From an optimization exercise on the open Yosys and OpenROAD flow, aimed at small area and a short achievable clock period; shortcuts taken in it are not production practice. The RTL was checked by simulation tests, not by an equivalence proof against the original design.

Design mul_pipe_single, start of the top module:
module mul_pipe_single #(
  parameter XLEN    = 32,
  parameter RD_BITS = 5,
  parameter TAG_W   = 4
) (
  input  wire                 clk,
  input  wire                 rst,
  input  wire                 EX_mul,
  input  wire [XLEN-1:0]      EX_mul_a,
  input  wire [XLEN-1:0]      EX_mul_b,
  input  wire [RD_BITS-1:0]   EX_mul_rd,
  input  wire [TAG_W-1:0]     EX_mul_tag,
  input  wire                 MEM_we,     
  input  wire                 MEM_jlx,    
  output wire                 mul_result_valid,
  output wire [XLEN-1:0]      mul_result,
  output wire [RD_BITS-1:0]   mul_rd,           
  output wire [TAG_W-1:0]     mul_result_tag,   
  output wire                 mul_busy,
  output wire [RD_BITS-1:0]   mul_busy_rd,
  output wire [TAG_W-1:0]     mul_busy_tag,
  output wire                 mul_wb_conflict_stall,
  output wire                 mul_issue_stall
);
  reg  [2:0]         cnt;
  reg  [31:0]        a;
  reg  [31:0]        pbn;     
  reg  [3:0]         bo, bt;   
  reg  [23:0]        acc;
  reg  [RD_BITS-1:0] rd;
  reg  [TAG_W-1:0]   tag;
  wire idle  = (cnt == 3'd0);
  wire valid = (cnt == 3'd5);
  assign mul_busy         = !idle;
  assign mul_result_valid = valid;
  assign mul_result       = valid ? ~pbn : 32'd0;
  assign mul_rd           = valid ? rd  : {RD_BITS{1'b0}};
  assign mul_result_tag   = valid ? tag : {TAG_W{1'b0}};
  assign mul_busy_rd      = mul_rd;
  assign mul_busy_tag     = mul_result_tag;
  assign mul_wb_conflict_stall = valid && (MEM_we || MEM_jlx);
  assign mul_issue_stall       = EX_mul && !idle;
  wire [8:0] nw = idle ? {EX_mul_b[7:0], 1'b0} : ~pbn[15:7];
  wire [3:0] no, nt;
  wire [3:0] bn = ~{pbn[7], pbn[5], pbn[3], pbn[1]};
  genvar gj;
  generate
    for (gj = 0; gj < 4; gj = gj + 1) begin : g_booth
      assign no[gj] = nw[2*gj] ^ nw[2*gj+1];
  ...
Size: roughly 840 cells after synthesis, ~130 I/O pins, roughly 0.0085 mm² of cells after synthesis.
==> flow/config.mk <==
export PLATFORM = sky130hd
export DESIGN_NAME = mul_pipe_single
export DESIGN_NICKNAME = mul_pipe_single
export VERILOG_FILES = /design/flow/design.v
export SDC_FILE = /design/flow/constraint.sdc
export NUM_CORES = 4
export LEC_CHECK = 0
export CAP_MARGIN = 20
export CORE_MARGIN = 2
export CORE_UTILIZATION = 40
export CTS_BUF_LIST = sky130_fd_sc_hd__clkbuf_4 sky130_fd_sc_hd__clkbuf_8
export SLEW_MARGIN = 20
==> flow/constraint.sdc <==
create_clock -name core_clock -period 10.0 [get_ports {clk}]
set_input_delay 2.0000 -clock core_clock [delete_from_list [all_inputs] [get_ports {clk}]]
set_output_delay 2.0000 -clock core_clock [all_outputs]
set_load 0.01 [all_outputs]
standard.sh (not shown) runs the stock make flow with config.mk's settings and CLKGATE_MAP_FILE= SYNTH_SCRIPT=/design/flow/synth_recipe.tcl, a recipe that flattens the netlist after the stock synthesis.
==> flow/flow/run.sh <==
#!/bin/bash
# Layout flow: the standard ORFS flow (standard.sh, unchanged synthesis), with
#  - after synthesis, flow/polarity.py flips full-adder cells (FA(~a,~b,~c) = ~FA(a,b,c))
#    so that fewer inverters are needed around them; registers are untouched
#  - port buffers made of plain buffers instead of the delay cells buffer_ports picks
set -euo pipefail
cd "$(dirname "$0")/.."
source flow/params.sh
export BUFFER_PORTS_ARGS
export SETUP_SLACK_MARGIN
R=orfs/results/sky130hd/mul_pipe_single/base
bash standard.sh synth > synth.log 2>&1
if [[ "${POLARITY:-1}" == 1 ]]; then
  cp $R/1_2_yosys.v $R/1_2_yosys.std.v
  python3 flow/polarity.py $R/1_2_yosys.std.v $R/1_2_yosys.v > polarity.log 2>&1
  rm -f $R/1_synth.odb
fi
bash standard.sh > standard.log 2>&1
==> flow/flow/params.sh <==
BUFFER_PORTS_ARGS="-buffer_cell sky130_fd_sc_hd__buf_1"
SETUP_SLACK_MARGIN=6.0
POLARITY=1
Other scripts of this flow, unchanged in this note and not shown: flow/flow/polarity.py
Edit:
--- a/flow/config.mk
+++ b/flow/config.mk
@@ -10,3 +10,3 @@
 export CORE_UTILIZATION = 40
-export CTS_BUF_LIST = sky130_fd_sc_hd__clkbuf_4 sky130_fd_sc_hd__clkbuf_8
+export CTS_BUF_LIST = sky130_fd_sc_hd__clkbuf_8
 export SLEW_MARGIN = 20
First-iteration DRC count is unchanged.
Non-clock buffer count stays the same.
Flip-flop and latch count is unchanged.
Worst setup slack does not change.
Edit:
==> flow/flow/params.sh (replaced) <==
BUFFER_PORTS_ARGS="-buffer_cell sky130_fd_sc_hd__buf_1"
SETUP_SLACK_MARGIN=4.5
POLARITY=1
--- a/flow/config.mk
+++ b/flow/config.mk
@@ -10,3 +10,2 @@
 export CORE_UTILIZATION = 40
-export CTS_BUF_LIST = sky130_fd_sc_hd__clkbuf_8
 export SLEW_MARGIN = 20
What happened: The changed run completed without violations; final area fell by 8.5%; die area does not change; clock skew hardly moves; worst setup slack gets worse by 0.55 ns; register-to-register slack loses 0.55 ns; global-route usage came out lower by 0.13 points; via count went down by 2.9%; routed wire length came out lower by 3.4%; maximum frequency came out lower by 11%.
Edit:
==> flow/flow/params.sh (replaced) <==
BUFFER_PORTS_ARGS="-buffer_cell sky130_fd_sc_hd__buf_1"
SETUP_SLACK_MARGIN=5.0
POLARITY=1
--- a/flow/config.mk
+++ b/flow/config.mk
@@ -7,2 +7,3 @@
 export LEC_CHECK = 0
+export ABC_AREA = 1
 export CAP_MARGIN = 20
Design area came out higher by 4.9%; setup slack gains 0.32 ns; routed wire length came out higher by 13%; core utilization came out higher by 0.32 points; via count came out higher by 14%; register-to-register slack gains 0.32 ns; synthesized cell count came out higher by 23%.


Setup of the reference run:
Another version of the RTL of mul_pipe_single (not shown whole).
Size: roughly 910 cells after synthesis, roughly 130 I/O pins.
export LEC_CHECK = 0
export CAP_MARGIN = 20
export CORE_MARGIN = 2
export CORE_UTILIZATION = 40
export SLEW_MARGIN = 20
create_clock -name core_clock -period 10.0 [get_ports {clk}]
==> flow/flow/polarity.py <==
#!/usr/bin/env python3
"""Remove inverters around full adders in a flat gate-level netlist.

A full adder is self-dual: FA(~a, ~b, ~c) = (~cout, ~sum). So a full-adder cell can be
"flipped" (fed the complements of its inputs, its outputs then carry the complements of
their old values) without changing the circuit's function. This script chooses which
full adders to flip so that as few inverters as possible are needed, then rewrites the
netlist: inverters that only feed cell pins are removed and re-created where needed.
Registers, ports and all other cells are untouched.

usage: polarity.py IN.v OUT.v
"""
import re
import sys
from collections import defaultdict

INV = re.compile(r'sky130_fd_sc_hd__(clk)?inv_\d+$')
FA = re.compile(r'sky130_fd_sc_hd__fa_\d+$')
OUTPINS = {'X', 'Y', 'Q', 'Q_N', 'SUM', 'COUT', 'HI', 'LO'}

src = open(sys.argv[1]).read()
m = re.search(r'\bmodule\b.*?;', src, re.S)
endm = src.rindex('endmodule')
body = src[m.end():endm]

# statements of the module body
stmts = [s for s in re.split(r';', body)]
cells = []    # dict(type, name, pins: [(pin, net)], idx)
other = []    # (idx, text)
ports = set()
for i, s in enumerate(stmts):
    t = s.strip()
    if not t:
        continue
    cm = re.match(r'(sky130_fd_sc_hd__\w+)\s+(\S+)\s*\((.*)\)\s*$', t, re.S)
    if cm:
        pins = [(p, n.strip()) for p, n in re.findall(r'\.(\w+)\(([^()]*)\)', cm.group(3))]
        cells.append({'type': cm.group(1), 'name': cm.group(2), 'pins': pins})
        continue
    pm = re.match(r'(input|output|inout)\s+(\[[^\]]*\]\s*)?(\S+)', t)
    if pm:
        ports.add(pm.group(3))
    other.append(t)

def base_name(net):
    return re.sub(r'\s*\[\d+\]$', '', net.strip())

driver = {}
loads = defaultdict(list)   # net -> [(cell index, pin index)]
for ci, c in enumerate(cells):
    for pi, (p, n) in enumerate(c['pins']):
        if p in OUTPINS:
            driver[n] = ci
        else:
            loads[n].append((ci, pi))
# nets read by assign statements or ports count as fixed loads
assign_rhs = set()
for t in other:
    am = re.match(r'assign\s+(.*?)\s*=\s*(.*)$', t, re.S)
    if am:
        for tok in re.findall(r'\\\S+|[A-Za-z_][\w$]*(?:\s*\[\d+\])?', am.group(2)):
            assign_rhs.add(tok.strip())

def is_port_net(n):
    return base_name(n) in ports

# removable inverters: output feeds only cell input pins, is no port, no assign source
removable = set()
for ci, c in enumerate(cells):
    if INV.match(c['type']):
        y = dict(c['pins'])['Y']
        if not is_port_net(y) and y not in assign_rhs and y in loads:
            removable.add(ci)

def resolve(net):
    """logical source of a net: (base net, polarity) through removable inverters"""
    pol = 0
    seen = 0
    while net in driver and driver[net] in removable and seen < 100:
        net = dict(cells[driver[net]]['pins'])['A']
        pol ^= 1
        seen += 1
    return net, pol

fas = [ci for ci, c in enumerate(cells) if FA.match(c['type'])]
flip = defaultdict(int)

# load requirements: list of (cell index, pin index, base, pol)
reqs = []
for ci, c in enumerate(cells):
    if ci in removable:
        continue
    for pi, (p, n) in enumerate(c['pins']):
        if p in OUTPINS:
            continue
        b, pol = resolve(n)
        reqs.append((ci, pi, b, pol))
by_base = defaultdict(list)
by_cell = defaultdict(list)
for r in reqs:
    by_base[r[2]].append(r)
    by_cell[r[0]].append(r)

def phys(b):
    d = driver.get(b)
    return flip[d] if d is not None and FA.match(cells[d]['type']) else 0

def need(r):
    ci, pi, b, pol = r
    want = pol ^ (flip[ci] if FA.match(cells[ci]['type']) else 0)
    return want ^ phys(b)

def base_cost(b):
    return 1 if any(need(r) for r in by_base[b]) else 0

def fa_bases(ci):
    bs = {r[2] for r in by_cell[ci]}
    for p, n in cells[ci]['pins']:
        if p in OUTPINS:
            bs.add(n)
    return bs

total0 = sum(base_cost(b) for b in by_base)
improved = True
passes = 0
while improved and passes < 50:
    improved = False
    passes += 1
    for ci in fas:
        bs = fa_bases(ci)
        before = sum(base_cost(b) for b in bs)
        flip[ci] ^= 1
        after = sum(base_cost(b) for b in bs)
        if after < before:
            improved = True
        else:
            flip[ci] ^= 1
total1 = sum(base_cost(b) for b in by_base)

# rewrite
def esc(n):
    return n + ' ' if n.startswith('\\') else n

comp = {}
newcells = []
k = 0
for b in by_base:
    if base_cost(b):
        k += 1
        nn = f'polinv_n{k}'
        comp[b] = nn
        newcells.append(f'  sky130_fd_sc_hd__inv_1 polinv_{k} (\n    .A({esc(b)}),\n    .Y({nn})\n  );')
for r in reqs:
    ci, pi, b, pol = r
    p, _ = cells[ci]['pins'][pi]
    cells[ci]['pins'][pi] = (p, comp[b] if need(r) else b)

out = [src[:m.end()], '\n']
for t in other:
    out.append('  ' + t + ' ;\n')
for nn in comp.values():
    out.append(f'  wire {nn};\n')
for ci, c in enumerate(cells):
    if ci in removable:
        continue
    pins = ',\n'.join(f'    .{p}({esc(n)})' for p, n in c['pins'])
    out.append(f'  {c["type"]} {c["name"]} (\n{pins}\n  );\n')
out.append('\n'.join(newcells) + '\n')
out.append(src[endm:])
open(sys.argv[2], 'w').write(''.join(out))
print(f'polarity: {len(fas)} full adders, {sum(flip[c] for c in fas)} flipped, '
      f'inverters {len(removable)} removable -> {len(comp)} needed '
      f'(cost before {total0}, after {total1})', file=sys.stderr)
Scripts as last shown in full above: flow/flow/run.sh
Other scripts of this flow, unchanged in this note and not shown: flow/flow/params.sh
[inputs] the trial run vs the reference run
# the reference run
export LEC_CHECK = 0
export CAP_MARGIN = 20
export CORE_MARGIN = 2
export CORE_UTILIZATION = 40
export SLEW_MARGIN = 20
create_clock -name core_clock -period 10.0 [get_ports {clk}]
# the trial run
export LEC_CHECK = 0
export CAP_MARGIN = 20
export CORE_MARGIN = 2
export CORE_UTILIZATION = 60
export CTS_BUF_LIST = sky130_fd_sc_hd__clkbuf_4 sky130_fd_sc_hd__clkbuf_8
export SLEW_MARGIN = 20
create_clock -name core_clock -period 10.0 [get_ports {clk}]
diff --git a/flow/flow/polarity.py b/flow/flow/polarity.py
--- a/flow/flow/polarity.py
+++ b/flow/flow/polarity.py
@@ -3,3 +3,3 @@
 
-A full adder is self-dual: FA(~a, ~b, ~c) = (~cout, ~sum). So a full-adder cell can be
+An xor2/xnor2 cell can be swapped for the other to invert its output. A full adder is self-dual: FA(~a, ~b, ~c) = (~cout, ~sum). So a full-adder cell can be
 "flipped" (fed the complements of its inputs, its outputs then carry the complements of
@@ -12,2 +12,3 @@
 """
+import random
 import re
@@ -18,2 +19,3 @@
 FA = re.compile(r'sky130_fd_sc_hd__fa_\d+$')
+XO = re.compile(r'sky130_fd_sc_hd__x(n?)or2_(\d+)$')
 OUTPINS = {'X', 'Y', 'Q', 'Q_N', 'SUM', 'COUT', 'HI', 'LO'}
@@ -85,2 +87,3 @@
 fas = [ci for ci, c in enumerate(cells) if FA.match(c['type'])]
+xos = [ci for ci, c in enumerate(cells) if XO.match(c['type'])]
 flip = defaultdict(int)
@@ -105,3 +108,3 @@
     d = driver.get(b)
-    return flip[d] if d is not None and FA.match(cells[d]['type']) else 0
+    return flip[d] if d is not None and (FA.match(cells[d]['type']) or XO.match(cells[d]['type'])) else 0
 
@@ -123,16 +126,34 @@
 total0 = sum(base_cost(b) for b in by_base)
-improved = True
-passes = 0
-while improved and passes < 50:
-    improved = False
-    passes += 1
-    for ci in fas:
-        bs = fa_bases(ci)
-        before = sum(base_cost(b) for b in bs)
-        flip[ci] ^= 1
-        after = sum(base_cost(b) for b in bs)
-        if after < before:
-            improved = True
-        else:
+movable = fas + xos
+rng = random.Random(1)
+best = None
+for trial in range(30):
+    if trial:
+        for ci in movable:
+            flip[ci] = best[ci]
+        # perturb the best solution a little, then descend again
+        for ci in rng.sample(movable, max(1, len(movable) // 10)):
             flip[ci] ^= 1
+    for sweep in range(200):
+        changed = False
+        order = list(movable)
+        rng.shuffle(order)
+        for ci in order:
+            bs = fa_bases(ci)
+            before = sum(base_cost(b) for b in bs)
+            flip[ci] ^= 1
+            after = sum(base_cost(b) for b in bs)
+            if after < before:
+                changed = True
+            elif after == before and rng.random() < 0.3 and sweep < 150:
+                pass
+            else:
+                flip[ci] ^= 1
+        if not changed and sweep >= 150:
+            break
+    cost = sum(base_cost(b) for b in by_base)
+    if best is None or cost < best_cost:
+        best, best_cost = {ci: flip[ci] for ci in movable}, cost
+for ci in movable:
+    flip[ci] = best[ci]
 total1 = sum(base_cost(b) for b in by_base)
@@ -165,2 +186,7 @@
         continue
+    xm = XO.match(c['type'])
+    if xm and flip[ci]:
+        c['type'] = f"sky130_fd_sc_hd__{'xor2' if xm.group(1) else 'xnor2'}_{xm.group(2)}"
+        # xor2 drives X, xnor2 drives Y
+        c['pins'] = [({'X': 'Y', 'Y': 'X'}.get(p, p), n) for p, n in c['pins']]
     pins = ',\n'.join(f'    .{p}({esc(n)})' for p, n in c['pins'])
@@ -171,3 +197,3 @@
 print(f'polarity: {len(fas)} full adders, {sum(flip[c] for c in fas)} flipped, '
-      f'inverters {len(removable)} removable -> {len(comp)} needed '
+      f'{sum(flip[c] for c in xos)} of {len(xos)} xor/xnor swapped, inverters {len(removable)} removable -> {len(comp)} needed '
       f'(cost before {total0}, after {total1})', file=sys.stderr)
==> comparison <==
Die area, the trial run and the reference run: higher on the reference run
For the final routed wirelength across all metal layers, the trial run came in 500 um higher than the reference run did.
Number of well taps was higher in the run labelled the reference run.
From the reference run to the trial run the numbers moved as follows: number of buffer and inverter stages on the critical path shrank by 3; synthesized cell count shrank by 42; largest driver fanout on the critical path shrank by 6; global placer's final weighted congestion grew by 3.6%.

-- separate check: timing with driven ports --
In the flow no input, the clock included, has a driving cell. The finished layouts below were timed again as built, in two steps.
Step 1 assumes that a clkbuf_16 drives the clock port and a buf_2 every other input.
Step 2 moves the port delays by t, midway between the first and last clock arrival at a register: inputs arrive t later, outputs are due t later. That takes back most of the time a late clock gives input paths.
a / b / c = ideal / step 1 / step 2; a / b = the first two.
| run | t (ns) | setup WS [ns] | worst setup path at the end |
|---|---|---|---|
| the first run of note 1 | 0.432 | 5.492 / 5.492 / 5.492 | register to register |
| the second run of note 1 | 0.432 | 5.492 / 5.492 / 5.492 | register to register |
| the third run of note 1 | 0.406 | 4.939 / 4.939 / 4.939 | register to register |
| the fourth run of note 1 | 0.406 | 5.255 / 5.255 / 5.255 | register to register |
| the reference run | 0.398 | 5.417 / 5.417 / 5.417 | register to register |
| the trial run | 0.428 | 5.373 / 5.373 / 5.373 | register to register |
After both steps setup and hold are still met in every run listed.
